Context: an optimization exercise on an open-source flow, tuned for small area, a short achievable clock period and few clock cycles per item. The choices shown serve that exercise and are no tape-out recipe.
At most, simulation tests tie the RTL to the original design; equivalence was not proved.
For run 1, only the layout was checked, not whether the RTL still works.
Power figures rest on the tool's default switching activity, not on a simulated workload.

==> flow/design.v (outline; a module is shown in full before it is edited, if it fits) <==
// module matrix_mul: 3511 lines
module matrix_mul (
    input wire clk,
    input wire rst_n,
    input wire [127:0] matrix_a,
    input wire [127:0] matrix_b,
    input wire start,
    output wire done,
    output reg [255:0] result
);
  // ...
==> flow/flow/run.sh <==
#!/bin/bash
# The standard layout with two changes:
#  - every input and output port gets a 1x buffer (sky130_fd_sc_hd__buf_1)
#    instead of the default delay buffer;
#  - after synthesis, flow/fa_polarity.tcl picks the polarity of each full
#    adder so that fewer inverters sit between adders (no register changes).
# make's output goes to standard.log; each ORFS step logs under orfs/logs/.
set -euo pipefail
export BUFFER_PORTS_ARGS="-buffer_cell sky130_fd_sc_hd__buf_1"
export POST_SYNTH_TCL="$PWD/flow/fa_polarity.tcl"
bash standard.sh finish > standard.log 2>&1
==> flow/flow/fa_polarity.tcl <==
# Remove inverters around full-adder cells.
#
# A full adder is self-dual: FA(~a, ~b, ~c) = (~sum, ~cout). Yosys's adder
# extraction picks each adder's polarity on its own, which leaves inverters
# between adders. This chooses, for every sky130_fd_sc_hd__fa_* cell, whether
# to implement it as is or with all its inputs and outputs complemented, so
# that as few inverters as possible are needed, then rebuilds the inverters.
# Only combinational cells change; registers, ports and port nets do not.

# ORFS sources this from inside a proc; run it at global level instead.
if {[info level] > 0} {
  uplevel #0 [list source [info script]]
  return
}

proc fp_log {msg} { puts "fa_polarity: $msg" }

set fp_block [ord::get_db_block]
set fp_inv_master [[ord::get_db] findMaster sky130_fd_sc_hd__inv_1]

proc fp_is_inv {inst} {
  return [string match "sky130_fd_sc_hd__inv_*" [[$inst getMaster] getName]]
}
proc fp_is_fa {inst} {
  return [string match "sky130_fd_sc_hd__fa_*" [[$inst getMaster] getName]]
}
proc fp_pin {inst name} {
  foreach it [$inst getITerms] {
    if {[[$it getMTerm] getName] eq $name} { return $it }
  }
  return ""
}
proc fp_driver {net} {
  foreach it [$net getITerms] {
    if {[$it isOutputSignal]} { return $it }
  }
  return ""
}

# Inverters that are free to go: input and output nets are not port nets.
set fp_invs {}
foreach inst [$fp_block getInsts] {
  if {![fp_is_inv $inst]} { continue }
  set a [[fp_pin $inst A] getNet]
  set y [[fp_pin $inst Y] getNet]
  if {$a eq "" || $y eq ""} { continue }
  if {[llength [$a getBTerms]] || [llength [$y getBTerms]]} { continue }
  set ::fp_free([$inst getId]) 1
  lappend fp_invs $inst
}

# root and polarity of each net: follow free inverters back to their source.
proc fp_root {net} {
  set pol 0
  set n $net
  for {set i 0} {$i < 64} {incr i} {
    set d [fp_driver $n]
    if {$d eq ""} { break }
    set inst [$d getInst]
    if {![info exists ::fp_free([$inst getId])]} { break }
    set n [[fp_pin $inst A] getNet]
    set pol [expr {!$pol}]
  }
  return [list $n $pol]
}

# Loads: every input pin of a cell that is not a free inverter, and every
# output port, with the root net and polarity it needs.
# roots(net) -> list of {iterm pol fa_id}; fa_id is "" for a non-adder load.
array set fp_loads {}
array set fp_rootnet {}
set fp_nloads 0
foreach inst [$fp_block getInsts] {
  if {[info exists ::fp_free([$inst getId])]} { continue }
  set fa [expr {[fp_is_fa $inst] ? [$inst getId] : ""}]
  foreach it [$inst getITerms] {
    if {![$it isInputSignal]} { continue }
    set net [$it getNet]
    if {$net eq ""} { continue }
    lassign [fp_root $net] r pol
    set rid [$r getId]
    set fp_rootnet($rid) $r
    lappend fp_loads($rid) [list $it $pol $fa]
    incr fp_nloads
  }
}

# Adders: which roots they drive and which roots they read.
array set fp_flip {}
array set fp_drives {}
array set fp_reads {}
array set fp_drvfa {}
foreach inst [$fp_block getInsts] {
  if {![fp_is_fa $inst]} { continue }
  set id [$inst getId]
  set fp_flip($id) 0
  set fp_drives($id) {}
  set fp_reads($id) {}
  foreach p {SUM COUT} {
    set it [fp_pin $inst $p]
    set net [$it getNet]
    if {$net eq ""} { continue }
    set fp_drvfa([$net getId]) $id
    set fp_rootnet([$net getId]) $net
    lappend fp_drives($id) [$net getId]
  }
  foreach p {A B CIN} {
    set net [[fp_pin $inst $p] getNet]
    if {$net eq ""} { continue }
    lappend fp_reads($id) [[lindex [fp_root $net] 0] getId]
  }
}

proc fp_cost {rid} {
  if {![info exists ::fp_loads($rid)]} { return 0 }
  set phys 0
  if {[info exists ::fp_drvfa($rid)]} { set phys $::fp_flip($::fp_drvfa($rid)) }
  foreach l $::fp_loads($rid) {
    lassign $l it pol fa
    if {$fa ne ""} { set pol [expr {$pol ^ $::fp_flip($fa)}] }
    if {$pol != $phys} { return 1 }
  }
  return 0
}
proc fp_touch {id} {
  return [lsort -unique [concat $::fp_drives($id) $::fp_reads($id)]]
}

set fp_total 0
foreach rid [array names fp_loads] { incr fp_total [fp_cost $rid] }
fp_log "free inverters [llength $fp_invs], adders [array size fp_flip], inverted roots before $fp_total"

# Local search: flip an adder while that lowers the count.
for {set pass 0} {$pass < 20} {incr pass} {
  set gain 0
  foreach id [array names fp_flip] {
    set t [fp_touch $id]
    set before 0
    foreach r $t { incr before [fp_cost $r] }
    set fp_flip($id) [expr {!$fp_flip($id)}]
    set after 0
    foreach r $t { incr after [fp_cost $r] }
    if {$after < $before} {
      incr gain [expr {$before - $after}]
    } else {
      set fp_flip($id) [expr {!$fp_flip($id)}]
    }
  }
  fp_log "pass $pass: saved $gain"
  if {$gain == 0} { break }
}
set fp_total 0
foreach rid [array names fp_loads] { incr fp_total [fp_cost $rid] }
fp_log "inverted roots after $fp_total"

# Rebuild: drop the free inverters, connect each load to its root or to one
# new inverter of that root.
foreach inst $fp_invs {
  foreach it [$inst getITerms] { $it disconnect }
  odb::dbInst_destroy $inst
}
set fp_new 0
foreach rid [array names fp_loads] {
  set r $fp_rootnet($rid)
  set phys 0
  if {[info exists fp_drvfa($rid)]} { set phys $fp_flip($fp_drvfa($rid)) }
  set inv ""
  foreach l $fp_loads($rid) {
    lassign $l it pol fa
    if {$fa ne ""} { set pol [expr {$pol ^ $fp_flip($fa)}] }
    set old [$it getNet]
    if {$pol == $phys} {
      set want $r
    } else {
      if {$inv eq ""} {
        incr fp_new
        set inv [odb::dbNet_create $fp_block "fa_pol_n$fp_new"]
        set ii [odb::dbInst_create $fp_block $fp_inv_master "fa_pol_inv$fp_new"]
        [fp_pin $ii A] connect $r
        [fp_pin $ii Y] connect $inv
      }
      set want $inv
    }
    if {$old ne $want} {
      $it disconnect
      $it connect $want
    }
  }
}
# Nets left without pins: the inverters' old outputs.
set fp_gone 0
foreach net [$fp_block getNets] {
  if {[llength [$net getITerms]] == 0 && [llength [$net getBTerms]] == 0} {
    odb::dbNet_destroy $net
    incr fp_gone
  }
}
fp_log "removed $fp_gone empty nets"
fp_log "inverters now $fp_new"
==> flow/standard.sh <==
#!/bin/bash
# synth_recipe.tcl (not shown) runs the flow's synth.tcl, then flattens the netlist and writes it again
# the make line also repeats each setting of config.mk as NAME=value (left out here)
make -C /OpenROAD-flow-scripts/flow DESIGN_CONFIG=/design/flow/config.mk WORK_HOME=/design/flow/orfs CLKGATE_MAP_FILE= SYNTH_SCRIPT=/design/flow/synth_recipe.tcl "${@:-finish}"
==> flow/config.mk <==
export PLATFORM = sky130hd
export DESIGN_NAME = matrix_mul
export DESIGN_NICKNAME = matrix_mul
export VERILOG_FILES = /design/flow/design.v
export SDC_FILE = /design/flow/constraint.sdc
export NUM_CORES = 4
export LEC_CHECK = 0
export CAP_MARGIN = 20
export CORE_MARGIN = 2
export CORE_UTILIZATION = 40
export SETUP_SLACK_MARGIN = 3.0
export SLEW_MARGIN = 20
==> flow/constraint.sdc <==
create_clock -name core_clock -period 8.0 [get_ports {clk}]
set_input_delay 1.6000 -clock core_clock [delete_from_list [all_inputs] [get_ports {clk}]]
set_output_delay 1.6000 -clock core_clock [all_outputs]
set_load 0.01 [all_outputs]
==> results.txt, run 1 <==
## Routing
• routed length per instance: 19.5 um
• Vias/cell: 4.97
• detailed route wirelength on metal2: 56900 um
• drt pass-1 iters: 5
• number of violations reported at the end of detailed-routing iteration 0: 1375
• Post-Route WL: 119000 um
• routed length on met1: 51200 um

## STA
• setup repair after global routing missed its margin: false
• Highest Clock Rate: 209 MHz

## Worst hold path
• type of the tightest min-delay check: reg -> reg

## Final layout
• number of sequential cells in the layout: 325
• clk cell area share: 3.60%
• share of the core filled with cells in the final layout: 45.2%
• Final Non-Filler Cells: 6110
• fraction of final layout cells with drive strength greater than 1: 4.18%
• number of fill cells in the layout: 10100

## Global routing
• overall track demand over capacity in global routing: 22.8%

## Synthesis
• Post-Synthesis Cells: 4286
• net count after synthesis: 5697

## Status
• outcome: no timing/DRC/antenna violations

## Setup path
• startpoint of the worst-slack reg-to-reg timing path: opa[1]$_DFF_P_
• cell mode on critical path: sky130_fd_sc_hd__fa_1
• CP Depth: 16

## Clocking
• number of buffers between clock root and the deepest sink: 3
• Post-CTS Setup Bufs: 2
• Inserted Clock Buffers: 48
• hold buffers post-CTS: 0
• post-cts repair resize count: 2

## Power and ir drop
• switching pwr: 10.8 mW
• static leakage: 21.4 nW
• proportion of power drawn by combinational gates: 74.1%

## Floorplan
• area of the core: 105000 um^2

==> inputs of run 2 (changes only) <==
--- a/flow/design.v
+++ b/flow/design.v
@@ -28,18 +28,18 @@
                 na[r*8 +: 8] = na[r*8 +: 8] | (matrix_a[(r*4 + k)*8 +: 8] & {8{st[k]}});
                 nb[r*8 +: 8] = nb[r*8 +: 8] | (matrix_b[(k*4 + r)*8 +: 8] & {8{st[k]}});
             end
     end
     always @(posedge clk) begin
         opa <= na;
         opb <= nb;
     end
-    wire clear = 1'b0;
-    wire first = st[1];
+    wire clear = st[0];
+    wire first = 1'b0;
     wire [7:0] a0 = opa[7:0];
     wire [7:0] b0 = opb[7:0];
     wire [15:0] q0 = result[15:0] & {16{~first}};
     wire [15:0] n0;
     wire e0_s1 = (a0[0] & b0[5]) ^ (a0[1] & b0[4]);
     wire e0_c1 = (a0[0] & b0[5]) & (a0[1] & b0[4]);
     wire e0_s2 = (a0[0] & b0[6]) ^ (a0[1] & b0[5]) ^ (a0[2] & b0[4]);
     wire e0_c2 = ((a0[0] & b0[6]) & (a0[1] & b0[5])) | ((a0[0] & b0[6]) & (a0[2] & b0[4])) | ((a0[1] & b0[5]) & (a0[2] & b0[4]));
--- a/flow/flow/fa_polarity.tcl
+++ b/flow/flow/fa_polarity.tcl
@@ -1,15 +1,17 @@
 # Remove inverters around full-adder cells.
 #
 # A full adder is self-dual: FA(~a, ~b, ~c) = (~sum, ~cout). Yosys's adder
 # extraction picks each adder's polarity on its own, which leaves inverters
 # between adders. This chooses, for every sky130_fd_sc_hd__fa_* cell, whether
-# to implement it as is or with all its inputs and outputs complemented, so
-# that as few inverters as possible are needed, then rebuilds the inverters.
+# to implement it as is or with all its inputs and outputs complemented, and
+# for every simple gate that drives such a net whether to use its complement
+# cell (AND2 <-> NAND2 and the like), so that the inverters and gates needed
+# take as little area as possible, then rebuilds the inverters.
 # Only combinational cells change; registers, ports and port nets do not.
 
 # ORFS sources this from inside a proc; run it at global level instead.
 if {[info level] > 0} {
   uplevel #0 [list source [info script]]
   return
 }
 
@@ -106,69 +108,109 @@
   }
   foreach p {A B CIN} {
     set net [[fp_pin $inst $p] getNet]
     if {$net eq ""} { continue }
     lappend fp_reads($id) [[lindex [fp_root $net] 0] getId]
   }
 }
 
-proc fp_cost {rid} {
-  if {![info exists ::fp_loads($rid)]} { return 0 }
-  set phys 0
-  if {[info exists ::fp_drvfa($rid)]} { set phys $::fp_flip($::fp_drvfa($rid)) }
+# Simple gates whose complement cell has the same inputs: the net they drive
+# may carry either polarity, at the difference in area.
+array set fp_comp {
+  and2_1 {nand2_1 X Y} nand2_1 {and2_1 Y X} or2_1 {nor2_1 X Y} nor2_1 {or2_1 Y X}
+  and2_0 {nand2_1 X Y} or2_0 {nor2_1 X Y}
+  xor2_1 {xnor2_1 X Y} xnor2_1 {xor2_1 Y X} and3_1 {nand3_1 X Y} nand3_1 {and3_1 Y X}
+  or3_1 {nor3_1 X Y} nor3_1 {or3_1 Y X}
+}
+proc fp_area {name} {
+  return [expr {[[[ord::get_db] findMaster sky130_fd_sc_hd__$name] getWidth] / 1000.0 * 2.72}]
+}
+set fp_inv_area [fp_area inv_1]
+array set fp_gate {}
+foreach inst [$fp_block getInsts] {
+  set m [string map {sky130_fd_sc_hd__ {}} [[$inst getMaster] getName]]
+  if {![info exists fp_comp($m)]} { continue }
+  lassign $fp_comp($m) cm op cp
+  set net [[fp_pin $inst $op] getNet]
+  if {$net eq "" || [llength [$net getBTerms]]} { continue }
+  set rid [$net getId]
+  if {![info exists fp_loads($rid)]} { continue }
+  set fp_gate($rid) [list $inst $cm $op $cp [expr {[fp_area $cm] - [fp_area $m]}]]
+  set fp_rootnet($rid) $net
+}
+array set fp_gflip {}
+
+proc fp_cost_phys {rid phys} {
   foreach l $::fp_loads($rid) {
     lassign $l it pol fa
     if {$fa ne ""} { set pol [expr {$pol ^ $::fp_flip($fa)}] }
-    if {$pol != $phys} { return 1 }
+    if {$pol != $phys} { return $::fp_inv_area }
   }
   return 0
+}
+proc fp_cost {rid} {
+  if {![info exists ::fp_loads($rid)]} { return 0 }
+  if {[info exists ::fp_gate($rid)]} {
+    set c0 [fp_cost_phys $rid 0]
+    set c1 [expr {[fp_cost_phys $rid 1] + [lindex $::fp_gate($rid) 4]}]
+    set ::fp_gflip($rid) [expr {$c1 < $c0}]
+    return [expr {min($c0, $c1)}]
+  }
+  set phys 0
+  if {[info exists ::fp_drvfa($rid)]} { set phys $::fp_flip($::fp_drvfa($rid)) }
+  return [fp_cost_phys $rid $phys]
 }
 proc fp_touch {id} {
   return [lsort -unique [concat $::fp_drives($id) $::fp_reads($id)]]
 }
 
 set fp_total 0
-foreach rid [array names fp_loads] { incr fp_total [fp_cost $rid] }
-fp_log "free inverters [llength $fp_invs], adders [array size fp_flip], inverted roots before $fp_total"
+foreach rid [array names fp_loads] { set fp_total [expr {$fp_total + [fp_cost $rid]}] }
+fp_log "free inverters [llength $fp_invs], adders [array size fp_flip], flippable gates [array size fp_gate], area before [format %.1f $fp_total]"
 
 # Local search: flip an adder while that lowers the count.
 for {set pass 0} {$pass < 20} {incr pass} {
   set gain 0
   foreach id [array names fp_flip] {
     set t [fp_touch $id]
     set before 0
-    foreach r $t { incr before [fp_cost $r] }
+    foreach r $t { set before [expr {$before + [fp_cost $r]}] }
     set fp_flip($id) [expr {!$fp_flip($id)}]
     set after 0
-    foreach r $t { incr after [fp_cost $r] }
-    if {$after < $before} {
-      incr gain [expr {$before - $after}]
+    foreach r $t { set after [expr {$after + [fp_cost $r]}] }
+    if {$after < $before - 1e-6} {
+      set gain [expr {$gain + $before - $after}]
     } else {
       set fp_flip($id) [expr {!$fp_flip($id)}]
+      foreach r $t { fp_cost $r }
     }
   }
-  fp_log "pass $pass: saved $gain"
-  if {$gain == 0} { break }
+  fp_log "pass $pass: saved [format %.1f $gain]"
+  if {$gain < 1e-6} { break }
 }
 set fp_total 0
-foreach rid [array names fp_loads] { incr fp_total [fp_cost $rid] }
-fp_log "inverted roots after $fp_total"
+foreach rid [array names fp_loads] { set fp_total [expr {$fp_total + [fp_cost $rid]}] }
+fp_log "area after [format %.1f $fp_total]"
 
 # Rebuild: drop the free inverters, connect each load to its root or to one
 # new inverter of that root.
 foreach inst $fp_invs {
   foreach it [$inst getITerms] { $it disconnect }
   odb::dbInst_destroy $inst
 }
 set fp_new 0
 foreach rid [array names fp_loads] {
   set r $fp_rootnet($rid)
   set phys 0
   if {[info exists fp_drvfa($rid)]} { set phys $fp_flip($fp_drvfa($rid)) }
+  if {[info exists fp_gate($rid)]} {
+    fp_cost $rid
+    set phys $fp_gflip($rid)
+  }
   set inv ""
   foreach l $fp_loads($rid) {
     lassign $l it pol fa
     if {$fa ne ""} { set pol [expr {$pol ^ $fp_flip($fa)}] }
     set old [$it getNet]
     if {$pol == $phys} {
       set want $r
     } else {
@@ -182,16 +224,38 @@
       set want $inv
     }
     if {$old ne $want} {
       $it disconnect
       $it connect $want
     }
   }
 }
+# Gates that now drive the complement: swap in the complement cell.
+set fp_swapped 0
+foreach rid [array names fp_gate] {
+  if {!$fp_gflip($rid)} { continue }
+  lassign $fp_gate($rid) inst cm op cp
+  set conns {}
+  foreach it [$inst getITerms] {
+    if {![$it isInputSignal] && ![$it isOutputSignal]} { continue }
+    set n [$it getNet]
+    if {$n ne "" && $n ne "NULL"} { lappend conns [[$it getMTerm] getName] $n }
+  }
+  set name [$inst getName]
+  foreach it [$inst getITerms] { $it disconnect }
+  odb::dbInst_destroy $inst
+  set ni [odb::dbInst_create $fp_block [[ord::get_db] findMaster sky130_fd_sc_hd__$cm] $name]
+  foreach {p n} $conns {
+    if {$p eq $op} { set p $cp }
+    [fp_pin $ni $p] connect $n
+  }
+  incr fp_swapped
+}
+fp_log "gates swapped to their complement $fp_swapped"
 # Nets left without pins: the inverters' old outputs.
 set fp_gone 0
 foreach net [$fp_block getNets] {
   if {[llength [$net getITerms]] == 0 && [llength [$net getBTerms]] == 0} {
     odb::dbNet_destroy $net
     incr fp_gone
   }
 }
==> results.txt, run 2 <==
## Status
• outcome: no timing/DRC/antenna violations

## Place
• standard cell area after detailed placement: 45400 um^2
• Final Wtd Congestion: 0.828
• half-perimeter wire length of the detailed placement result: 91600 um
• number of input and output port buffers inserted: 515

## Synthesis
• average cell area after synthesis: 9.26 um^2
• number of warnings printed during yosys synthesis: 1
• Post-Synthesis Cells: 4558, +6.3%
• Cell Area, Synth: 42200 um^2
• net count after synthesis: 5969, +4.8%

## Routing
• routed length per instance: 19.4 um, -0.80%
• Post-Route WL: 123000 um, +3.1%
• drt pass-1 iters: 5, unchanged
• number of violations reported at the end of detailed-routing iteration 0: 1709, +24%
• routed vias: 32200
• Vias/cell: 5.07, +1.9%
• DRC violations left: 0
• antenna-violating nets left: 0

## Global routing
• pin count of the biggest net entering global routing: 76
• GRT Residual Overflow: 0
• initial antenna violation count: 9
• via count of the first global-routing pass: 34000
• overall track demand over capacity in global routing: 23.3%, +0.57 points
• wire length of the first global-routing pass: 193000 um

## STA
• setup repair after global routing missed its margin: true
• clock period minus final worst setup slack: 4.74 ns
• Slew Limit Headroom: 27.0%
• Final Max Slew Viols: 0
• total count of hold-check failures in the final report: 0
• Max Clock Skew: 0.0460 ns
• count of final setup violators: 0
• Highest Clock Rate: 211 MHz, +0.82%
• Setup Total Neg Slack: 0 ns
• slew at the pin with the worst max-slew slack: 1.09 ns
• Worst Hold Margin: 0.525 ns
• final critical-path share of the clock period: 59.2%

## Final layout
• register with the highest flop count: result
• fraction of final layout cells with drive strength greater than 1: 4.01%, -0.17 points
• number of nets in the layout: 6336
• Non-Filler Cell Area, Final: 47100 um^2
• most frequent standard cell in the layout excluding fill and tap cells: sky130_fd_sc_hd__fa_1
• biggest regs: result (256), opa (32), opb (32)
• sequential standard cell area: 6640 um^2
• max FFs per register: 256
• footprint of the multi-input gates: 32000 um^2
• number of fill cells in the layout: 10300, +1.9%
• P&R area growth vs syn: 11.5%
• leading cell types in the layout, fill and taps excluded: 832 x sky130_fd_sc_hd__fa_1, 780 x sky130_fd_sc_hd__nand2_1, 732 x sky130_fd_sc_hd__inv_1, 515 x sky130_fd_sc_hd__buf_1, 336 x sky130_fd_sc_hd__and2_1

## Floorplan
• die extent in y: 329 um
• Horiz. Die Dim: 329 um
• area of the core: 105000 um^2, -0.14%
• I/O pin total: 516
• die area: 108000 um^2
• cell row count: 119
• effective utilization at floorplan: 40.2%

## Power and ir drop
• Final Total Pwr: 21.5 mW
• Power Dens Cells: 458 nW/um^2
• peak supply drop: 0.317 mV
• static leakage: 22.6 nW, +5.5%

## Setup path
• Worst setup EP type: register
• Required @ worst endpoint: 8.53 ns
• crit-path max FO: 32
• crit path launch type: register
• CP Data Arrival Time: 5.27 ns
• WS Path Type: reg -> reg

## Clocking
• Clock Latency Late Sink: 0.63 ns
• count of H-tree levels built during CTS: 2
• Clock Root Buffer: sky130_fd_sc_hd__clkbuf_16
• count of clock tree sinks: 325
• TritonCTS clock tree: done
• number of buffers between clock root and the deepest sink: 3, unchanged
• clock slew at the register clock pins of the worst setup and hold paths: 0.06 ns
• hold buffers post-CTS: 0, unchanged
• Inserted Clock Buffers: 46, -4.2%

## Flow run
• max-cap violation count: 0

## Worst hold path
• type of the tightest min-delay check: reg -> reg

[run 2: metal layers]
metal  vias up  GRT usage, %  routed length, um
met5         -             0                 13
met4         2          7.63               4570
met3       166          5.40               8730
met2       932          38.2              57300
met1     16400          30.4              52400
li1      14700             -                  -
[run 2: path summary, 6_finish.rpt]
check                      slack [ns]                  to             from  depth (start not counted)
max                              3.26  result[79]$_DFF_P_   opb[6]$_DFF_P_                         13
min                              0.53     st[0]$_DFF_PN1_  st[4]$_DFF_PN0_                          2
max reg2reg                      3.26  result[79]$_DFF_P_   opb[6]$_DFF_P_                         13
min reg2reg                      0.53     st[0]$_DFF_PN1_  st[4]$_DFF_PN0_                          2
max in group asynchronous        6.87     st[0]$_DFF_PN1_            rst_n                          1
min in group asynchronous        0.85     st[3]$_DFF_PN0_            rst_n                          1
[run 2: worst max-delay path, stage by stage (launching register included)]
cell                       delay (ns)
sky130_fd_sc_hd__dfxtp_4         0.70
sky130_fd_sc_hd__nand2_1         0.16
sky130_fd_sc_hd__fa_1            0.56
sky130_fd_sc_hd__inv_1           0.05
sky130_fd_sc_hd__fa_1            0.38
sky130_fd_sc_hd__fa_1            0.51
sky130_fd_sc_hd__fa_1            0.43
sky130_fd_sc_hd__ha_1            0.33
sky130_fd_sc_hd__o21ai_0         0.32
sky130_fd_sc_hd__a211oi_1        0.15
sky130_fd_sc_hd__a221oi_1        0.47
sky130_fd_sc_hd__o21bai_1        0.17
sky130_fd_sc_hd__a21oi_1         0.21
sky130_fd_sc_hd__mux2i_1         0.19
[run 2: timing repair]
action,in CTS,in global routing
gates resized for setup,4,34
endpoints found under the hold margin,0,0
buffers inserted,0,1
setup endpoints to repair,4,40
pin swaps,0,1
[run 2: area by class of cell]
type / count / area share (%)
inverters: 732 / 5.84
flip-flops and latches: 325 / 14.1
multi-input cells: 3251 / 68.0
clock inverters: 18 / 0.516
clock buffers: 64 / 2.82
well taps: 1391 / 3.70
repair buffers: 569 / 5.06
diodes: 2 / 0.0106
[run 2: per-stage QoR]
step / util [%] / setup slack (ns) / std cells
floorplan: - / 3.62 / 4558
global placement: 43.2 / 3.01 / 6267
detailed placement: 43.2 / 2.92 / 6267
CTS: 44.7 / 3.03 / 6349
global route: 44.8 / 2.89 / 6350
finish: 44.8 / 3.26 / 6352
[run 2: where the power goes]
group	switching [mW]	internal [mW]	total, mW
Clock	0.884	1.32	2.20
Sequential	0.894	2.45	3.35
Combinational	9.07	6.93	16.0
Total	10.8	10.7	21.5
Testbench counts of run 2, summed over its fixed seeds: cycles 1,784, items 256.
==> inputs of run 3 (changes only) <==
--- a/flow/config.mk
+++ b/flow/config.mk
@@ -8,5 +8,6 @@
 export CAP_MARGIN = 20
 export CORE_MARGIN = 2
 export CORE_UTILIZATION = 40
+export CTS_BUF_LIST = sky130_fd_sc_hd__clkbuf_4 sky130_fd_sc_hd__clkbuf_8
 export SETUP_SLACK_MARGIN = 3.0
 export SLEW_MARGIN = 20
==> results.txt, run 3 <==
## Status
• outcome: no timing/DRC/antenna violations

## STA
• slew at the pin with the worst max-slew slack: 1.12 ns, +0.0252 ns
• Worst Hold Margin: 0.512 ns, -0.0129 ns
• Highest Clock Rate: 211 MHz, about the same
• count of final setup violators: 0, unchanged
• final critical-path share of the clock period: 59.2%, about the same
• total count of hold-check failures in the final report: 0, unchanged
• Setup Total Neg Slack: 0 ns, unchanged
• clock period minus final worst setup slack: 4.74 ns, -0.000670 ns
• setup repair after global routing missed its margin: true
• Max Clock Skew: 0.0385 ns, -0.00746 ns
• Final Max Slew Viols: 0, unchanged
• Slew Limit Headroom: 25.3%, -1.7 points

## Clocking
• Clock Root Buffer: sky130_fd_sc_hd__clkbuf_8
• clock slew at the register clock pins of the worst setup and hold paths: 0.06 ns, about the same
• count of clock tree sinks: 325, unchanged
• hold buffers post-CTS: 0, unchanged
• Inserted Clock Buffers: 71, +54%
• count of H-tree levels built during CTS: 3, +1
• number of buffers between clock root and the deepest sink: 3, unchanged
• Clock Latency Late Sink: 0.73 ns, +0.10 ns
• TritonCTS clock tree: done

## Global routing
• GRT Residual Overflow: 0, unchanged
• overall track demand over capacity in global routing: 23.4%, +0.10 points
• via count of the first global-routing pass: 34100, +0.50%
• pin count of the biggest net entering global routing: 76, unchanged
• initial antenna violation count: 11, +2
• wire length of the first global-routing pass: 194000 um, +0.19%

## Setup path
• WS Path Type: reg -> reg
• Required @ worst endpoint: 8.65 ns, +0.12 ns
• crit-path max FO: 32, unchanged
• crit path launch type: register
• Worst setup EP type: register
• CP Data Arrival Time: 5.39 ns, +0.12 ns

## Routing
• routed length per instance: 19.3 um, -0.46%
• number of violations reported at the end of detailed-routing iteration 0: 1790, +4.7%
• routed vias: 32200, -0.078%
• antenna-violating nets left: 0, unchanged
• DRC violations left: 0, unchanged
• Post-Route WL: 123000 um, +0.34%
• Vias/cell: 5.02, -0.87%
• drt pass-1 iters: 5, unchanged

## Final layout
• share of the core filled with cells in the final layout: 44.8%, about the same
• register with the highest flop count: result
• max FFs per register: 256, unchanged
• biggest regs: result (256), opa (32), opb (32)
• leading cell types in the layout, fill and taps excluded: 832 x sky130_fd_sc_hd__fa_1, 780 x sky130_fd_sc_hd__nand2_1, 732 x sky130_fd_sc_hd__inv_1, 515 x sky130_fd_sc_hd__buf_1, 336 x sky130_fd_sc_hd__and2_1
• most frequent standard cell in the layout excluding fill and tap cells: sky130_fd_sc_hd__fa_1
• fraction of final layout cells with drive strength greater than 1: 5.02%, +1.0 points
• Non-Filler Cell Area, Final: 47000 um^2, about the same
• number of nets in the layout: 6361, +0.39%
• Final Non-Filler Cells: 6403, +0.80%
• P&R area growth vs syn: 11.5%, about the same

## Place
• post-placement cell count: 6267, unchanged
• number of input and output port buffers inserted: 515, unchanged
• Final Wtd Congestion: 0.828, unchanged
• half-perimeter wire length of the detailed placement result: 91600 um, unchanged
• standard cell area after detailed placement: 45400 um^2, unchanged

## Synthesis
• number of warnings printed during yosys synthesis: 1, unchanged
• Cell Area, Synth: 42200 um^2, unchanged
• Post-Synthesis Cells: 4558, unchanged
• net count after synthesis: 5969, unchanged
• average cell area after synthesis: 9.26 um^2, unchanged

## Floorplan
• die area: 108000 um^2, unchanged
• cell row count: 119, unchanged
• effective utilization at floorplan: 40.2%, unchanged
• Horiz. Die Dim: 329 um, unchanged
• area of the core: 105000 um^2, unchanged
• I/O pin total: 516, unchanged
• die extent in y: 329 um, unchanged

## Flow run
• max-cap violation count: 0, unchanged

## Power and ir drop
• Power Dens Cells: 455 nW/um^2, -0.54%
• static leakage: 22.7 nW, +0.18%
• peak supply drop: 0.317 mV, about the same

## Worst hold path
• type of the tightest min-delay check: reg -> reg

run 3: power by group:
group | switching [mW] | total [mW] | internal (mW)
combinational | 9.07 | 16.0 | 6.92
sequential | 0.896 | 3.35 | 2.45
clock | 0.900 | 2.07 | 1.17
run 3: path summary, 6_finish.rpt:
check / slack [ns] / cells past startpoint / to / startpoint
worst max-delay path: 3.26 / 14 / result[222]$_DFF_P_ / opa[24]$_DFF_P_
worst min-delay path: 0.51 / 2 / st[0]$_DFF_PN1_ / st[4]$_DFF_PN0_
worst max register to register: 3.26 / 14 / result[222]$_DFF_P_ / opa[24]$_DFF_P_
worst min register to register: 0.51 / 2 / st[0]$_DFF_PN1_ / st[4]$_DFF_PN0_
max in group asynchronous: 6.96 / 1 / st[0]$_DFF_PN1_ / rst_n
min in group asynchronous: 0.76 / 1 / st[4]$_DFF_PN0_ / rst_n
run 3: critical path, stage by stage, from the launching register on:
cell                       delay, ns
sky130_fd_sc_hd__dfxtp_1        0.31
sky130_fd_sc_hd__buf_4          0.33
sky130_fd_sc_hd__nand2_1        0.13
sky130_fd_sc_hd__fa_1           0.49
sky130_fd_sc_hd__inv_1          0.05
sky130_fd_sc_hd__fa_1           0.44
sky130_fd_sc_hd__fa_1           0.53
sky130_fd_sc_hd__fa_1           0.49
sky130_fd_sc_hd__ha_1           0.35
sky130_fd_sc_hd__and2_1         0.20
sky130_fd_sc_hd__a221oi_2       0.35
sky130_fd_sc_hd__nand4_1        0.27
sky130_fd_sc_hd__a311oi_2       0.39
sky130_fd_sc_hd__o21ai_0        0.16
sky130_fd_sc_hd__a21oi_1        0.16
run 3: area by class of cell:
class | instances | area, um^2
inverters | 732 | 2750
multi-input cells | 3251 | 32000
repair buffers | 569 | 2370
clock buffers | 111 | 1400
clock inverters | 16 | 141
fillers | 10400 | 57900
well taps | 1391 | 1740
flip-flops and latches | 325 | 6630
diodes | 8 | 20.0
run 3: repair_timing:
item                       in CTS  in global routing
setup endpoints to repair       4                 39
buffers inserted                0                  1
gates cloned                    0                  0
gates resized for setup         4                 32
pin swaps                       0                  1
run 3: metrics by stage:
step | worst slack [ns] | total power [mW]
global placement | 3.01 | 19.1
CTS | 3.03 | 21.6
global route | 2.91 | 24.1
detailed placement | 2.92 | 19.3
floorplan | 3.62 | 15.5
finish | 3.26 | 21.4
run 3: per-layer routing:
metal	vias to the layer above	wire (um)	GRT usage, %
li1	14800	-	-
met1	16300	51800	30.4
met2	915	57200	38.3
met3	180	9370	5.45
met4	0	4970	8.28
met5	-	0	0
==> inputs of run 4 (changes only) <==
--- a/flow/flow/fa_polarity.tcl
+++ b/flow/flow/fa_polarity.tcl
@@ -167,28 +167,55 @@
 foreach rid [array names fp_loads] { set fp_total [expr {$fp_total + [fp_cost $rid]}] }
 fp_log "free inverters [llength $fp_invs], adders [array size fp_flip], flippable gates [array size fp_gate], area before [format %.1f $fp_total]"
 
-# Local search: flip an adder while that lowers the count.
-for {set pass 0} {$pass < 20} {incr pass} {
-  set gain 0
-  foreach id [array names fp_flip] {
-    set t [fp_touch $id]
-    set before 0
-    foreach r $t { set before [expr {$before + [fp_cost $r]}] }
+# Local search: flip an adder while that lowers the area.
+proc fp_descend {} {
+  for {set pass 0} {$pass < 20} {incr pass} {
+    set gain 0
+    foreach id [array names ::fp_flip] {
+      set t [fp_touch $id]
+      set before 0
+      foreach r $t { set before [expr {$before + [fp_cost $r]}] }
+      set ::fp_flip($id) [expr {!$::fp_flip($id)}]
+      set after 0
+      foreach r $t { set after [expr {$after + [fp_cost $r]}] }
+      if {$after < $before - 1e-6} {
+        set gain [expr {$gain + $before - $after}]
+      } else {
+        set ::fp_flip($id) [expr {!$::fp_flip($id)}]
+        foreach r $t { fp_cost $r }
+      }
+    }
+    if {$gain < 1e-6} { break }
+  }
+}
+proc fp_total {} {
+  set total 0
+  foreach rid [array names ::fp_loads] { set total [expr {$total + [fp_cost $rid]}] }
+  return $total
+}
+fp_descend
+set fp_best [fp_total]
+fp_log "area after descent [format %.1f $fp_best]"
+# Iterated local search: flip a few random adders, descend again, keep the
+# result if it is better (fixed seed, so the result is reproducible).
+expr {srand(12345)}
+set fp_ids [lsort -integer [array names fp_flip]]
+set fp_n [llength $fp_ids]
+for {set iter 0} {$iter < 300} {incr iter} {
+  set saved [array get fp_flip]
+  for {set i 0} {$i < 20} {incr i} {
+    set id [lindex $fp_ids [expr {int(rand() * $fp_n)}]]
     set fp_flip($id) [expr {!$fp_flip($id)}]
-    set after 0
-    foreach r $t { set after [expr {$after + [fp_cost $r]}] }
-    if {$after < $before - 1e-6} {
-      set gain [expr {$gain + $before - $after}]
-    } else {
-      set fp_flip($id) [expr {!$fp_flip($id)}]
-      foreach r $t { fp_cost $r }
-    }
-  }
-  fp_log "pass $pass: saved [format %.1f $gain]"
-  if {$gain < 1e-6} { break }
-}
-set fp_total 0
-foreach rid [array names fp_loads] { set fp_total [expr {$fp_total + [fp_cost $rid]}] }
+  }
+  fp_descend
+  set t [fp_total]
+  if {$t < $fp_best - 1e-6} {
+    set fp_best $t
+  } else {
+    array set fp_flip $saved
+  }
+}
+set fp_total [fp_total]
 fp_log "area after [format %.1f $fp_total]"
 
 # Rebuild: drop the free inverters, connect each load to its root or to one
==> results.txt, run 4 <==
## Synthesis
• Cell Area, Synth: 42000 um^2, -0.58%
• Post-Synthesis Cells: 4470, -1.9%
• average cell area after synthesis: 9.39 um^2, +1.4%
• net count after synthesis: 5881, -1.5%
• number of warnings printed during yosys synthesis: 1, unchanged

## Setup path
• WS Path Type: reg -> reg
• CP Data Arrival Time: 5.35 ns, -0.04 ns
• cells along the critical path: nand2_1 -> fa_1 -> fa_1 -> inv_1 -> fa_1 -> fa_1 -> ha_1 -> nor3_1 -> o21a_1 -> o21bai_1 -> a221oi_1 -> xnor2_1 -> nor2_1
• family with the most delay on the worst path: adder cells
• Required @ worst endpoint: 8.58 ns, -0.07 ns
• Worst setup EP type: register
• crit-path max FO: 32, unchanged
• total buffers and inverters traversed by the critical path: 1, -1
• cell mode on critical path: sky130_fd_sc_hd__fa_1
• crit path launch type: register
• largest incremental delay on the critical path: 0.91 ns, +0.38 ns
• cell with the largest stage delay on the worst path: sky130_fd_sc_hd__dfxtp_2

## Final layout
• number of nets in the layout: 6279, -1.3%
• footprint of the multi-input gates: 32100 um^2, +0.24%
• leading cell types in the layout, fill and taps excluded: 832 x sky130_fd_sc_hd__fa_1, 746 x sky130_fd_sc_hd__nand2_1, 644 x sky130_fd_sc_hd__inv_1, 515 x sky130_fd_sc_hd__buf_1, 370 x sky130_fd_sc_hd__and2_1
• fraction of final layout cells with drive strength greater than 1: 5.12%, +0.10 points
• P&R area growth vs syn: 11.8%
• max FFs per register: 256, unchanged
• most frequent standard cell in the layout excluding fill and tap cells: sky130_fd_sc_hd__fa_1
• register with the highest flop count: result
• sequential standard cell area: 6630 um^2, -0.11%
• number of fill cells in the layout: 10100, -2.1%
• biggest regs: result (256), opa (32), opb (32)

## Clocking
• count of clock tree sinks: 325, unchanged
• TritonCTS clock tree: done
• Clock Latency Late Sink: 0.74 ns, about the same
• hold buffers post-CTS: 0, unchanged
• count of H-tree levels built during CTS: 3, unchanged
• clock slew at the register clock pins of the worst setup and hold paths: 0.06 ns, about the same
• Inserted Clock Buffers: 74, +4.2%
• number of buffers between clock root and the deepest sink: 3, unchanged
• Clock Root Buffer: sky130_fd_sc_hd__clkbuf_8

## Power and ir drop
• peak supply drop: 0.356 mV, +12%
• Power Dens Cells: 458 nW/um^2, +0.67%
• Final Total Pwr: 21.5 mW, +0.39%
• static leakage: 21.6 nW, -4.7%

## Floorplan
• Horiz. Die Dim: 328 um, -0.29%
• area of the core: 104000 um^2, -1.1%
• die area: 107000 um^2, -0.57%
• I/O pin total: 516, unchanged
• cell row count: 118, -0.84%
• die extent in y: 328 um, -0.29%
• effective utilization at floorplan: 40.4%, +0.22 points

## Global routing
• wire length of the first global-routing pass: 191000 um, -1.6%
• GRT Residual Overflow: 0, unchanged
• pin count of the biggest net entering global routing: 160, +110%
• via count of the first global-routing pass: 33600, -1.7%
• initial antenna violation count: 11, unchanged
• overall track demand over capacity in global routing: 23.1%, -0.32 points

## Worst hold path
• type of the tightest min-delay check: reg -> reg

## Place
• Final Wtd Congestion: 0.839, +1.3%
• number of input and output port buffers inserted: 515, unchanged
• half-perimeter wire length of the detailed placement result: 88600 um, -3.2%

## Routing
• routed vias: 31700, -1.3%
• DRC violations left: 0, unchanged
• Post-Route WL: 121000 um, -2.0%
• number of violations reported at the end of detailed-routing iteration 0: 1682, -6.0%
• routed length per instance: 19.2 um, -0.52%
• drt pass-1 iters: 7, +2
• Vias/cell: 5.03, +0.16%
• antenna-violating nets left: 0, unchanged

## STA
• slew at the pin with the worst max-slew slack: 1.01 ns, -0.109 ns
• Highest Clock Rate: 210 MHz, -0.74%
• setup repair after global routing missed its margin: false
• total count of hold-check failures in the final report: 0, unchanged
• Final Max Slew Viols: 0, unchanged
• Slew Limit Headroom: 32.7%, +7.3 points
• clock period minus final worst setup slack: 4.77 ns, +0.0351 ns
• Setup Total Neg Slack: 0 ns, unchanged
• count of final setup violators: 0, unchanged
• Max Clock Skew: 0.0480 ns, +0.00948 ns
• final critical-path share of the clock period: 59.6%, +0.44 points

## Flow run
• max-cap violation count: 0, unchanged

## Status
• outcome: no timing/DRC/antenna violations

-- run 4: path summary, 6_finish.rpt --
| kind | slack [ns] | end | from | depth (start not counted) |
|---|---|---|---|---|
| max | 3.23 | result[207]$_DFF_P_ | opb[2]$_DFF_P_ | 13 |
| min reg2reg | 0.52 | st[0]$_DFF_PN1_ | st[4]$_DFF_PN0_ | 2 |
| max in group asynchronous | 7.00 | st[0]$_DFF_PN1_ | rst_n | 1 |
| max reg2reg | 3.23 | result[207]$_DFF_P_ | opb[2]$_DFF_P_ | 13 |
| min in group asynchronous | 0.71 | st[2]$_DFF_PN0_ | rst_n | 1 |
| min | 0.52 | st[0]$_DFF_PN1_ | st[4]$_DFF_PN0_ | 2 |
-- run 4: repair_timing --
action | CTS | global route
endpoints found under the hold margin | 0 | 0
endpoints found under the setup margin | 5 | 31
resized for setup | 3 | 31
pin swaps | 0 | 2
setup buffers | 0 | 3
-- run 4: worst register-to-register path, cell delays in order, from the launching register on --
cell and delay (ns):
sky130_fd_sc_hd__dfxtp_2 0.91, sky130_fd_sc_hd__nand2_1 0.23, sky130_fd_sc_hd__fa_1 0.54, sky130_fd_sc_hd__fa_1 0.43
sky130_fd_sc_hd__inv_1 0.09, sky130_fd_sc_hd__fa_1 0.44, sky130_fd_sc_hd__fa_1 0.49, sky130_fd_sc_hd__ha_1 0.27
sky130_fd_sc_hd__nor3_1 0.20, sky130_fd_sc_hd__o21a_1 0.25, sky130_fd_sc_hd__o21bai_1 0.21, sky130_fd_sc_hd__a221oi_1 0.38
sky130_fd_sc_hd__xnor2_1 0.16, sky130_fd_sc_hd__nor2_1 0.05
-- run 4: layer usage --
| metal | vias to the layer above | GRT usage (%) | share of wire, % |
|---|---|---|---|
| met3 | 169 | 5.39 | 7.6 |
| met5 | - | 0 | 0 |
| met4 | 0 | 8.59 | 3.4 |
| met2 | 943 | 36.9 | 45 |
| li1 | 14600 | - | - |
| met1 | 16000 | 30.6 | 43 |
-- run 4: per-stage QoR --
| step | hold WS, ns | std cells | setup slack (ns) | utilization (%) | area, um^2 |
|---|---|---|---|---|---|
| after floorplan | 0.365 | 4470 | 3.61 | - | 42000 |
| after global placement | 0.525 | 6169 | 2.96 | 43.5 | 45100 |
| after detailed placement | 0.510 | 6169 | 2.84 | 43.5 | 45100 |
| after CTS | 0.518 | 6299 | 3.02 | 45.1 | 46800 |
| after global routing | 0.555 | 6303 | 3.00 | 45.2 | 46900 |
| final | 0.515 | 6309 | 3.23 | 45.2 | 46900 |
-- run 4: layout make-up --
class                      instances  share of cell area, %
multi-input combinational       3251                   68.4
sequential                       325                   14.1
inverter                         644                   5.15
timing repair buffer             572                   5.15
tap                             1380                   3.68
clock buffer                     118                   3.21
clock inverter                    12                  0.296
antenna                            7                 0.0373
-- run 4: where the power goes --
| group | leakage, nW | switching [mW] | total [mW] | internal (mW) |
|---|---|---|---|---|
| combinational | 18.0 | 9.10 | 16.1 | 6.97 |
| sequential | 2.75 | 0.787 | 3.24 | 2.45 |
| clock | 0.877 | 0.906 | 2.19 | 1.28 |
==> inputs of run 5 (changes only) <==
--- a/flow/config.mk
+++ b/flow/config.mk
@@ -9,5 +9,5 @@
 export CORE_MARGIN = 2
 export CORE_UTILIZATION = 40
 export CTS_BUF_LIST = sky130_fd_sc_hd__clkbuf_4 sky130_fd_sc_hd__clkbuf_8
-export SETUP_SLACK_MARGIN = 3.0
+export SETUP_SLACK_MARGIN = 3.7
 export SLEW_MARGIN = 20
==> results.txt, run 5 <==
## STA
• Max Clock Skew: 0.0322 ns, -0.0158 ns
• final critical-path share of the clock period: 54.0%, -5.6 points
• total count of hold-check failures in the final report: 0, unchanged
• clock period minus final worst setup slack: 4.32 ns, -0.449 ns
• Final Max Slew Viols: 0, unchanged
• Highest Clock Rate: 231 MHz, +10%
• Worst Slack Setup Final: 3.68 ns, +0.449 ns
• setup repair after global routing missed its margin: true
• count of final setup violators: 0, unchanged
• Setup Total Neg Slack: 0 ns, unchanged
• Slew Limit Headroom: 31.6%, -1.1 points
• slew at the pin with the worst max-slew slack: 1.03 ns, +0.0162 ns
• Worst Hold Margin: 0.518 ns, +0.00252 ns

## Setup path
• crit path launch type: register
• Required @ worst endpoint: 8.60 ns, +0.02 ns
• crit path capture: result[159]$_DFF_P_
• depth of the most critical reg-to-reg path: 15, +2
• CP Data Arrival Time: 4.92 ns, -0.43 ns
• startpoint of the worst-slack reg-to-reg timing path: opb[12]$_DFF_P_
• Worst setup EP type: register
• Reg2Reg Setup Slack: 3.68 ns, +0.45 ns
• crit path from: opb[12]$_DFF_P_
• crit-path max FO: 4, -88%
• reg-to-reg critical path endpoint: result[159]$_DFF_P_
• WS Path Type: reg -> reg

## Power and ir drop
• static leakage: 23.4 nW, +8.5%
• peak supply drop: 0.335 mV, -5.9%
• Power Dens Cells: 475 nW/um^2, +3.7%

## Floorplan
• cell row count: 118, unchanged
• area of the core: 104000 um^2, unchanged
• die area: 107000 um^2, unchanged
• effective utilization at floorplan: 40.4%, unchanged
• Horiz. Die Dim: 328 um, unchanged
• I/O pin total: 516, unchanged
• die extent in y: 328 um, unchanged

## Synthesis
• Cell Area, Synth: 42000 um^2, unchanged
• Post-Synthesis Cells: 4470, unchanged
• number of warnings printed during yosys synthesis: 1, unchanged
• average cell area after synthesis: 9.39 um^2, unchanged
• net count after synthesis: 5881, unchanged

## Flow run
• max-cap violation count: 0, unchanged

## Place
• number of input and output port buffers inserted: 515, unchanged
• Final Wtd Congestion: 0.837, -0.16%
• half-perimeter wire length of the detailed placement result: 88200 um, -0.40%
• Placement Setup Slack: 2.88 ns, +0.0398 ns

## Global routing
• pin count of the biggest net entering global routing: 180, +13%
• initial antenna violation count: 11, unchanged
• GRT Residual Overflow: 0, unchanged
• via count of the first global-routing pass: 34800, +3.7%
• overall track demand over capacity in global routing: 25.8%, +2.7 points
• wire length of the first global-routing pass: 208000 um, +9.2%

## Routing
• Post-Route WL: 145000 um, +20%
• Vias/cell: 5.15, +2.3%
• number of violations reported at the end of detailed-routing iteration 0: 2153, +28%
• routed vias: 33600, +6.0%
• drt pass-1 iters: 5, -2
• DRC violations left: 0, unchanged
• antenna-violating nets left: 0, unchanged
• routed length per instance: 22.2 um, +16%

## Final layout
• P&R area growth vs syn: 23.0%
• max FFs per register: 256, unchanged
• number of fill cells in the layout: 9714, -4.2%
• register with the highest flop count: result
• number of nets in the layout: 6501, +3.5%
• most frequent standard cell in the layout excluding fill and tap cells: sky130_fd_sc_hd__fa_1
• leading cell types in the layout, fill and taps excluded: 799 x sky130_fd_sc_hd__fa_1, 744 x sky130_fd_sc_hd__nand2_1, 641 x sky130_fd_sc_hd__inv_1, 515 x sky130_fd_sc_hd__buf_1, 369 x sky130_fd_sc_hd__and2_1
• footprint of the multi-input gates: 33100 um^2, +3.1%
• biggest regs: result (256), opa (32), opb (32)
• fraction of final layout cells with drive strength greater than 1: 12.6%, +7.5 points
• share of the core filled with cells in the final layout: 49.7%, +4.5 points
• sequential standard cell area: 6740 um^2, +1.6%

## Worst hold path
• Hold Crit Depth: 2, unchanged
• launch instance of the worst min-delay path: st[4]$_DFF_PN0_
• type of the tightest min-delay check: reg -> reg

## Clocking
• hold buffers post-CTS: 0, unchanged
• clock slew at the register clock pins of the worst setup and hold paths: 0.05 ns, about the same
• Clock Latency Late Sink: 0.74 ns, about the same
• count of clock tree sinks: 325, unchanged
• TritonCTS clock tree: done
• number of buffers between clock root and the deepest sink: 3, unchanged
• Clock Root Buffer: sky130_fd_sc_hd__clkbuf_8
• count of H-tree levels built during CTS: 3, unchanged
• Inserted Clock Buffers: 73, -1.4%

## Status
• outcome: no timing/DRC/antenna violations

==> run 5: routing by layer <==
metal / global-route usage [%] / vias to the layer above / wire [um]
met1: 34.7 / 17200 / 61300
li1: - / 15100 / -
met3: 6.01 / 177 / 12200
met2: 41.5 / 1194 / 67100
met4: 7.30 / 4 / 4360
met5: 0 / - / 26
==> run 5: stage by stage <==
step	cell area [um^2]	instances	total power [mW]
CTS	49400	6436	22.7
global placement	45200	6174	19.1
global route	51600	6525	27.2
detailed placement	45200	6174	19.3
floorplan	42000	4470	15.6
finish	51600	6535	24.5
==> run 5: worst min-delay path by stage <==
| stage | endpoint | slack [ns] |
|---|---|---|
| 6_report | st[0]$_DFF_PN1_ | 0.52 |
| 5_1_grt | st[0]$_DFF_PN1_ | 0.54 |
| 4_1_cts | st[0]$_DFF_PN1_ | 0.51 |
| 3_5_place_dp | st[0]$_DFF_PN1_ | 0.50 |
| 3_3_place_gp | st[0]$_DFF_PN1_ | 0.49 |
| 2_1_floorplan | st[2]$_DFF_PN0_ | 0.36 |
==> run 5: report_power, final <==
| part | total (mW) | switching [mW] | internal (mW) | leakage [nW] |
|---|---|---|---|---|
| Sequential | 3.09 | 0.625 | 2.46 | 2.76 |
| Combinational | 19.3 | 10.6 | 8.73 | 19.8 |
| Clock | 2.12 | 0.923 | 1.20 | 0.825 |
| Total | 24.5 | 12.1 | 12.4 | 23.4 |
==> run 5: repair_timing <==
item,in CTS,in global routing
endpoints found under the setup margin,105,70
gates resized for setup,208,244
cloned,19,20
pin swaps,27,112
buffers inserted,114,68
==> run 5: final cells by class <==
class	instances	area share, %
multi-input combinational	3251	64.1
clock buffer	113	2.77
tap	1380	3.35
antenna	11	0.0534
sequential	325	13.1
timing repair buffer	795	11.7
inverter	644	4.69
clock inverter	16	0.276
==> run 5: worst max-delay path, stage by stage (launching register included) <==
cell                      delay (ns)
sky130_fd_sc_hd__dfxtp_4        0.41
sky130_fd_sc_hd__buf_12         0.14
sky130_fd_sc_hd__buf_8          0.10
sky130_fd_sc_hd__nand2_4        0.04
sky130_fd_sc_hd__fa_1           0.49
sky130_fd_sc_hd__fa_2           0.37
sky130_fd_sc_hd__inv_2          0.08
sky130_fd_sc_hd__fa_1           0.45
sky130_fd_sc_hd__fa_1           0.54
sky130_fd_sc_hd__ha_4           0.20
sky130_fd_sc_hd__nor3_4         0.17
sky130_fd_sc_hd__o21ai_2        0.10
sky130_fd_sc_hd__a31o_1         0.20
sky130_fd_sc_hd__o41a_1         0.36
sky130_fd_sc_hd__a31oi_1        0.20
sky130_fd_sc_hd__mux2_1         0.33
==> inputs of run 6 (changes only) <==
--- a/flow/config.mk
+++ b/flow/config.mk
@@ -9,5 +9,6 @@
 export CORE_MARGIN = 2
 export CORE_UTILIZATION = 40
 export CTS_BUF_LIST = sky130_fd_sc_hd__clkbuf_4 sky130_fd_sc_hd__clkbuf_8
-export SETUP_SLACK_MARGIN = 3.7
+export SETUP_SLACK_MARGIN = 3.5
 export SLEW_MARGIN = 20
+export TNS_END_PERCENT = 10
==> results.txt, run 6 <==
## Clocking
• number of buffers between clock root and the deepest sink: 3, unchanged
• count of clock tree sinks: 325, unchanged
• Clock Latency Late Sink: 0.73 ns, about the same
• clock slew at the register clock pins of the worst setup and hold paths: 0.06 ns, about the same
• count of H-tree levels built during CTS: 3, unchanged
• hold buffers post-CTS: 0, unchanged
• TritonCTS clock tree: done
• Clock Root Buffer: sky130_fd_sc_hd__clkbuf_8
• Inserted Clock Buffers: 74, +1.4%

## STA
• Final Max Slew Viols: 0, unchanged
• slew at the pin with the worst max-slew slack: 1.09 ns, +0.0679 ns
• clock period minus final worst setup slack: 4.46 ns, +0.138 ns
• Highest Clock Rate: 224 MHz, -3.1%
• Setup Total Neg Slack: 0 ns, unchanged
• count of final setup violators: 0, unchanged
• total count of hold-check failures in the final report: 0, unchanged
• Worst Hold Margin: 0.527 ns, +0.00971 ns
• final critical-path share of the clock period: 55.7%, +1.7 points
• Slew Limit Headroom: 27.1%, -4.5 points
• setup repair after global routing missed its margin: true
• Max Clock Skew: 0.0462 ns, +0.0141 ns

## Floorplan
• die area: 107000 um^2, unchanged
• Horiz. Die Dim: 328 um, unchanged
• area of the core: 104000 um^2, unchanged
• die extent in y: 328 um, unchanged
• effective utilization at floorplan: 40.4%, unchanged
• cell row count: 118, unchanged
• I/O pin total: 516, unchanged

## Synthesis
• net count after synthesis: 5881, unchanged
• number of warnings printed during yosys synthesis: 1, unchanged
• Post-Synthesis Cells: 4470, unchanged
• Cell Area, Synth: 42000 um^2, unchanged
• average cell area after synthesis: 9.39 um^2, unchanged

## Final layout
• leading cell types in the layout, fill and taps excluded: 831 x sky130_fd_sc_hd__fa_1, 746 x sky130_fd_sc_hd__nand2_1, 644 x sky130_fd_sc_hd__inv_1, 515 x sky130_fd_sc_hd__buf_1, 370 x sky130_fd_sc_hd__and2_1
• biggest regs: result (256), opa (32), opb (32)
• register with the highest flop count: result
• fraction of final layout cells with drive strength greater than 1: 7.61%, -5.0 points
• share of the core filled with cells in the final layout: 47.0%, -2.7 points
• most frequent standard cell in the layout excluding fill and tap cells: sky130_fd_sc_hd__fa_1
• max FFs per register: 256, unchanged
• number of nets in the layout: 6378, -1.9%
• footprint of the multi-input gates: 32200 um^2, -2.6%
• sequential standard cell area: 6690 um^2, -0.72%
• number of fill cells in the layout: 9969, +2.6%
• P&R area growth vs syn: 16.3%

## Setup path
• CP Data Arrival Time: 5.06 ns, +0.14 ns
• reg-to-reg critical path endpoint: result[159]$_DFF_P_
• depth of the most critical reg-to-reg path: 14, -1
• startpoint of the worst-slack reg-to-reg timing path: opa[17]$_DFF_P_
• Required @ worst endpoint: 8.60 ns, about the same
• crit-path max FO: 16, +12
• WS Path Type: reg -> reg
• crit path launch type: register
• Reg2Reg Setup Slack: 3.54 ns, -0.14 ns
• Worst setup EP type: register

## Place
• number of input and output port buffers inserted: 515, unchanged
• half-perimeter wire length of the detailed placement result: 88600 um, +0.40%
• Final Wtd Congestion: 0.839, +0.16%

## Power and ir drop
• internal power contribution: 11.2 mW, -9.9%
• switching pwr: 11.2 mW, -7.5%
• Power Dens Cells: 458 nW/um^2, -3.6%
• static leakage: 22.5 nW, -4.2%
• sequential cell fraction of total power: 14.2%, +1.6 points
• peak supply drop: 0.358 mV, +6.9%
• proportion of power drawn by combinational gates: 76.0%, -2.8 points
• portion of total power attributed to the clock network: 9.8%, +1.2 points
• fraction of power spent switching nets: 50.2%, +0.66 points

## Worst hold path
• Hold Crit Depth: 2, unchanged
• launch instance of the worst min-delay path: st[4]$_DFF_PN0_
• worst hold path endpoint: st[0]$_DFF_PN1_
• type of the tightest min-delay check: reg -> reg

## Routing
• Vias/cell: 5.10, -0.98%
• drt pass-1 iters: 5, unchanged
• routed length per instance: 20.9 um, -5.6%
• antenna-violating nets left: 0, unchanged
• DRC violations left: 0, unchanged
• Post-Route WL: 134000 um, -7.5%
• number of violations reported at the end of detailed-routing iteration 0: 2082, -3.3%
• routed vias: 32600, -2.9%

## Global routing
• wire length of the first global-routing pass: 198000 um, -5.1%
• overall track demand over capacity in global routing: 24.3%, -1.5 points
• initial antenna violation count: 14, +3
• pin count of the biggest net entering global routing: 160, -11%
• via count of the first global-routing pass: 33900, -2.7%
• GRT Residual Overflow: 0, unchanged

## Flow run
• max-cap violation count: 0, unchanged

## Status
• outcome: no timing/DRC/antenna violations

run 6: metrics by stage:
stage,area (um^2),power (mW),setup WS [ns],instances
2_1_floorplan,42000,15.6,3.61,4470
3_3_place_gp,45100,19.1,2.96,6169
3_5_place_dp,45100,19.3,2.84,6169
4_1_cts,47600,22.1,3.46,6337
5_1_grt,48800,25.1,3.39,6402
6_report,48800,22.4,3.54,6406
run 6: routing by layer:
metal / vias to the layer above / global-route usage, % / routed length, um
met1: 16500 / 32.0 / 56300
met4: 0 / 9.45 / 4900
met5: - / 0 / 0
met2: 1170 / 37.9 / 60300
li1: 14800 / - / -
met3: 194 / 6.78 / 12600
run 6: worst max-delay path by stage:
stage                    startpoint                  end  slack, ns
floorplan           opa[21]$_DFF_P_  result[191]$_DFF_P_       3.61
global placement    opb[12]$_DFF_P_  result[223]$_DFF_P_       2.96
detailed placement  opb[12]$_DFF_P_  result[223]$_DFF_P_       2.84
CTS                 opb[12]$_DFF_P_  result[159]$_DFF_P_       3.46
global route        opa[27]$_DFF_P_  result[223]$_DFF_P_       3.39
finish              opa[17]$_DFF_P_  result[159]$_DFF_P_       3.54
run 6: critical path, cell delays in order, from the launching register on:
cell	delay [ns]
sky130_fd_sc_hd__dfxtp_2	0.39
sky130_fd_sc_hd__buf_12	0.18
sky130_fd_sc_hd__nand2_1	0.10
sky130_fd_sc_hd__fa_1	0.51
sky130_fd_sc_hd__inv_1	0.05
sky130_fd_sc_hd__fa_1	0.40
sky130_fd_sc_hd__fa_1	0.52
sky130_fd_sc_hd__fa_1	0.41
sky130_fd_sc_hd__ha_1	0.34
sky130_fd_sc_hd__nor3_2	0.19
sky130_fd_sc_hd__nor2_1	0.08
sky130_fd_sc_hd__a31o_1	0.26
sky130_fd_sc_hd__o41a_1	0.38
sky130_fd_sc_hd__a31oi_2	0.20
sky130_fd_sc_hd__mux2_1	0.33
run 6: cell type report:
class / count / area share [%]
Clock buffer: 118 / 3.08
Tap cell: 1380 / 3.54
Clock inverter: 12 / 0.285
Inverter: 644 / 4.95
Multi-Input combinational cell: 3251 / 66.0
Timing Repair Buffer: 671 / 8.45
Antenna cell: 5 / 0.0256
Sequential cell: 325 / 13.7
run 6: what timing repair did:
| item | 4_1_cts | 5_1_grt |
|---|---|---|
| resized for setup | 96 | 99 |
| pin swaps | 6 | 14 |
| setup buffers | 35 | 54 |
| endpoints found under the setup margin | 74 | 59 |
| gates cloned | 3 | 10 |
| hold endpoints to repair | 0 | 0 |
run 6: power by group through the flow:
stage	clock network (mW)	registers [mW]	logic [mW]
2_1_floorplan	0	3.11	12.5
3_3_place_gp	0	3.29	15.8
3_5_place_dp	0	3.29	16.0
4_1_cts	2.27	3.23	16.6
5_1_grt	2.33	3.25	19.5
6_report	2.20	3.17	17.0
==> inputs of run 7 (changes only) <==
--- a/flow/config.mk
+++ b/flow/config.mk
@@ -5,10 +5,10 @@
 export SDC_FILE = /design/flow/constraint.sdc
 export NUM_CORES = 4
 export LEC_CHECK = 0
+export ABC_AREA = 1
 export CAP_MARGIN = 20
 export CORE_MARGIN = 2
 export CORE_UTILIZATION = 40
 export CTS_BUF_LIST = sky130_fd_sc_hd__clkbuf_4 sky130_fd_sc_hd__clkbuf_8
 export SETUP_SLACK_MARGIN = 3.5
 export SLEW_MARGIN = 20
-export TNS_END_PERCENT = 10
==> results.txt, run 7 <==
## Routing
• routed length per instance: 17.4 um, -17%
• routed vias: 37700, +15%
• Post-Route WL: 135000 um, +0.89%
• DRC violations left: 0, unchanged
• drt pass-1 iters: 6, +1
• antenna-violating nets left: 0, unchanged
• number of violations reported at the end of detailed-routing iteration 0: 1789, -14%
• Vias/cell: 4.86, -4.7%

## Worst hold path
• type of the tightest min-delay check: reg -> reg
• launch instance of the worst min-delay path: result[48]$_DFF_P_

## STA
• count of final setup violators: 0, unchanged
• final critical-path share of the clock period: 52.7%, -3.0 points
• setup repair after global routing missed its margin: false
• Slew Limit Headroom: 37.0%, +9.9 points
• Highest Clock Rate: 237 MHz, +5.7%
• clock period minus final worst setup slack: 4.22 ns, -0.242 ns
• Final Max Slew Viols: 0, unchanged
• Setup Total Neg Slack: 0 ns, unchanged
• Max Clock Skew: 0.0487 ns, +0.00247 ns
• Worst Hold Margin: 0.586 ns, +0.0583 ns
• total count of hold-check failures in the final report: 0, unchanged
• slew at the pin with the worst max-slew slack: 0.945 ns, -0.149 ns

## Floorplan
• die extent in y: 342 um, +4.4%
• die area: 117000 um^2, +9.1%
• area of the core: 114000 um^2, +9.9%
• cell row count: 124, +5.1%
• Horiz. Die Dim: 342 um, +4.4%
• I/O pin total: 516, unchanged
• effective utilization at floorplan: 40.2%, -0.24 points

## Setup path
• Worst setup EP type: register
• crit path launch type: register
• crit path from: opa[22]$_DFF_P_
• CP Data Arrival Time: 4.82 ns, -0.24 ns
• startpoint of the worst-slack reg-to-reg timing path: opa[22]$_DFF_P_
• Required @ worst endpoint: 8.61 ns, about the same
• crit-path max FO: 32, +16
• WS Path Type: reg -> reg

## Clocking
• TritonCTS clock tree: done
• clock slew at the register clock pins of the worst setup and hold paths: 0.05 ns, about the same
• count of H-tree levels built during CTS: 3, unchanged
• Inserted Clock Buffers: 75, +1.4%
• number of buffers between clock root and the deepest sink: 3, unchanged
• Clock Latency Late Sink: 0.75 ns, +0.02 ns
• Clock Root Buffer: sky130_fd_sc_hd__clkbuf_8
• count of clock tree sinks: 325, unchanged
• Post-CTS Setup Bufs: 0, -100%
• hold buffers post-CTS: 0, unchanged

## Global routing
• via count of the first global-routing pass: 39300, +16%
• initial antenna violation count: 8, -6
• wire length of the first global-routing pass: 216000 um, +9.3%
• pin count of the biggest net entering global routing: 75, -53%
• overall track demand over capacity in global routing: 23.8%, -0.53 points
• GRT Residual Overflow: 0, unchanged

## Synthesis
• average cell area after synthesis: 7.90 um^2, -16%
• Cell Area, Synth: 45800 um^2, +9.2%
• Post-Synthesis Cells: 5798, +30%
• net count after synthesis: 7209, +23%
• number of warnings printed during yosys synthesis: 1, unchanged

## Place
• half-perimeter wire length of the detailed placement result: 101000 um, +14%
• standard cell area after detailed placement: 49000 um^2, +8.6%
• Final Wtd Congestion: 0.884, +5.3%
• number of input and output port buffers inserted: 515, unchanged
• post-placement cell count: 7628, +24%

## Final layout
• max FFs per register: 256, unchanged
• leading cell types in the layout, fill and taps excluded: 1667 x sky130_fd_sc_hd__nand2_1, 1012 x sky130_fd_sc_hd__inv_1, 832 x sky130_fd_sc_hd__fa_1, 515 x sky130_fd_sc_hd__buf_1, 409 x sky130_fd_sc_hd__and2_1
• register with the highest flop count: result
• biggest regs: result (256), opa (32), opb (32)
• number of fill cells in the layout: 11600, +16%
• fraction of final layout cells with drive strength greater than 1: 4.58%, -3.0 points
• share of the core filled with cells in the final layout: 44.5%, -2.6 points
• P&R area growth vs syn: 10.7%
• Non-Filler Cell Area, Final: 50700 um^2, +3.9%
• Final Non-Filler Cells: 7763, +21%
• most frequent standard cell in the layout excluding fill and tap cells: sky130_fd_sc_hd__nand2_1
• sequential standard cell area: 6620 um^2, -1.0%
• number of nets in the layout: 7604, +19%
• footprint of the multi-input gates: 34400 um^2, +6.9%

## Power and ir drop
• proportion of power drawn by combinational gates: 77.6%, +1.6 points
• static leakage: 25.3 nW, +13%
• peak supply drop: 0.317 mV, -11%
• sequential cell fraction of total power: 13.6%, -0.6 points
• portion of total power attributed to the clock network: 8.9%, -0.9 points
• switching pwr: 14.0 mW, +25%
• internal power contribution: 11.0 mW, -1.6%
• Power Dens Cells: 492 nW/um^2, +7.3%
• fraction of power spent switching nets: 56.0%, +5.9 points

## Status
• outcome: no timing/DRC/antenna violations

## Flow run
• max-cap violation count: 0, unchanged

run 7: cell types whose count changed in the layout (fill, tap and decap cells not counted), moves of 42 or more:
cell,change
sky130_fd_sc_hd__a21o_1,-50
sky130_fd_sc_hd__inv_1,+368
sky130_fd_sc_hd__nor3_1,-49
sky130_fd_sc_hd__xor2_1,-42
sky130_fd_sc_hd__nand4_1,+67
sky130_fd_sc_hd__nor2b_1,-56
sky130_fd_sc_hd__xnor2_1,-42
sky130_fd_sc_hd__a22oi_1,-128
sky130_fd_sc_hd__nand2_1,+921
sky130_fd_sc_hd__nand3_1,+116
sky130_fd_sc_hd__buf_12,-50
sky130_fd_sc_hd__nor2_1,+187
sky130_fd_sc_hd__a21oi_1,+113
run 7: layout make-up:
type	count	area share [%]
inverter	1013	7.50
sequential	325	13.0
tap	1512	3.73
antenna	3	0.0148
clock inverter	21	0.442
clock buffer	111	2.78
multi-input combinational	4211	67.9
timing repair buffer	567	4.58
run 7: worst paths after layout:
path	slack [ns]	cells after the start	end
setup reg to reg	3.78	14	result[175]$_DFF_P_
hold reg to reg	0.59	3	result[48]$_DFF_P_
setup / recovery	3.78	14	result[175]$_DFF_P_
min in group asynchronous	0.70	1	st[1]$_DFF_PN0_
hold / removal	0.59	3	result[48]$_DFF_P_
max in group asynchronous	7.04	1	st[0]$_DFF_PN1_
run 7: through the flow:
stage                     power [mW]  setup slack, ns
after floorplan                 18.0             4.22
after global placement          22.5             3.64
after detailed placement        22.8             3.59
after CTS                       25.2             3.54
after global routing            28.5             3.51
final                           24.9             3.78
run 7: power by group through the flow:
stage / logic [mW] / registers, mW / clock network, mW
floorplan: 14.8 / 3.20 / 0
global placement: 19.1 / 3.43 / 0
detailed placement: 19.4 / 3.43 / 0
CTS: 19.5 / 3.40 / 2.31
global route: 22.6 / 3.49 / 2.36
finish: 19.3 / 3.38 / 2.21
run 7: critical path: stages (launching register included):
cell,delay [ns]
sky130_fd_sc_hd__dfxtp_1,0.32
sky130_fd_sc_hd__buf_4,0.45
sky130_fd_sc_hd__nand2_1,0.16
sky130_fd_sc_hd__fa_1,0.51
sky130_fd_sc_hd__fa_1,0.47
sky130_fd_sc_hd__fa_1,0.52
sky130_fd_sc_hd__fa_1,0.55
sky130_fd_sc_hd__inv_1,0.04
sky130_fd_sc_hd__ha_1,0.34
sky130_fd_sc_hd__a21oi_1,0.23
sky130_fd_sc_hd__nand2_1,0.09
sky130_fd_sc_hd__a21oi_1,0.19
sky130_fd_sc_hd__nand3_1,0.09
sky130_fd_sc_hd__nand2_1,0.07
sky130_fd_sc_hd__nor2_1,0.05
run 7: timing repair:
item,4_1_cts,5_1_grt
endpoints found under the hold margin,0,0
endpoints found under the setup margin,0,82
resized for setup,0,15
run 7: routing by layer:
metal  track usage (%)  vias to the layer above  wire (um)
li1                  -                    18000          -
met1              29.4                    18500      56200
met2              40.0                     1010      63700
met3              5.42                      225       9670
met5                 0                        -          0
met4              9.38                        0       5790

[afterwards: timing with drivers on the ports]
The results above use ideal ports. As a check the final layouts listed here were re-extracted and re-timed, cells and wires unchanged.
Step 1, drivers: a clkbuf_16 drives clk and a buf_2 each remaining input, both assumed.
Step 2 moves the port delays by t, midway between the first and last clock arrival at a register: inputs arrive t later, outputs are due t later. That takes back most of the time a late clock gives input paths.
Three values: ideal, step 1, step 2; two values: the first two.
run	t, ns	setup slack, ns	hold WS [ns]	worst data-port slew with drivers (ns)
run 1	0.697	3.225 / 3.225 / 3.225	0.586 / 0.586 / 0.586	0.26
run 2	0.680	3.264 / 3.264 / 3.264	0.525 / 0.525 / 0.525	0.26
run 3	0.776	3.264 / 3.264 / 3.264	0.512 / 0.512 / 0.512	0.31
run 4	0.783	3.229 / 3.229 / 3.229	0.515 / 0.515 / 0.515	0.26
run 5	0.795	3.678 / 3.678 / 3.678	0.518 / 0.518 / 0.518	0.27
run 6	0.780	3.540 / 3.540 / 3.540	0.527 / 0.527 / 0.527	0.27
run 7	0.788	3.782 / 3.782 / 3.782	0.586 / 0.586 / 0.586	0.07
After both steps setup and hold are still met in every run listed.
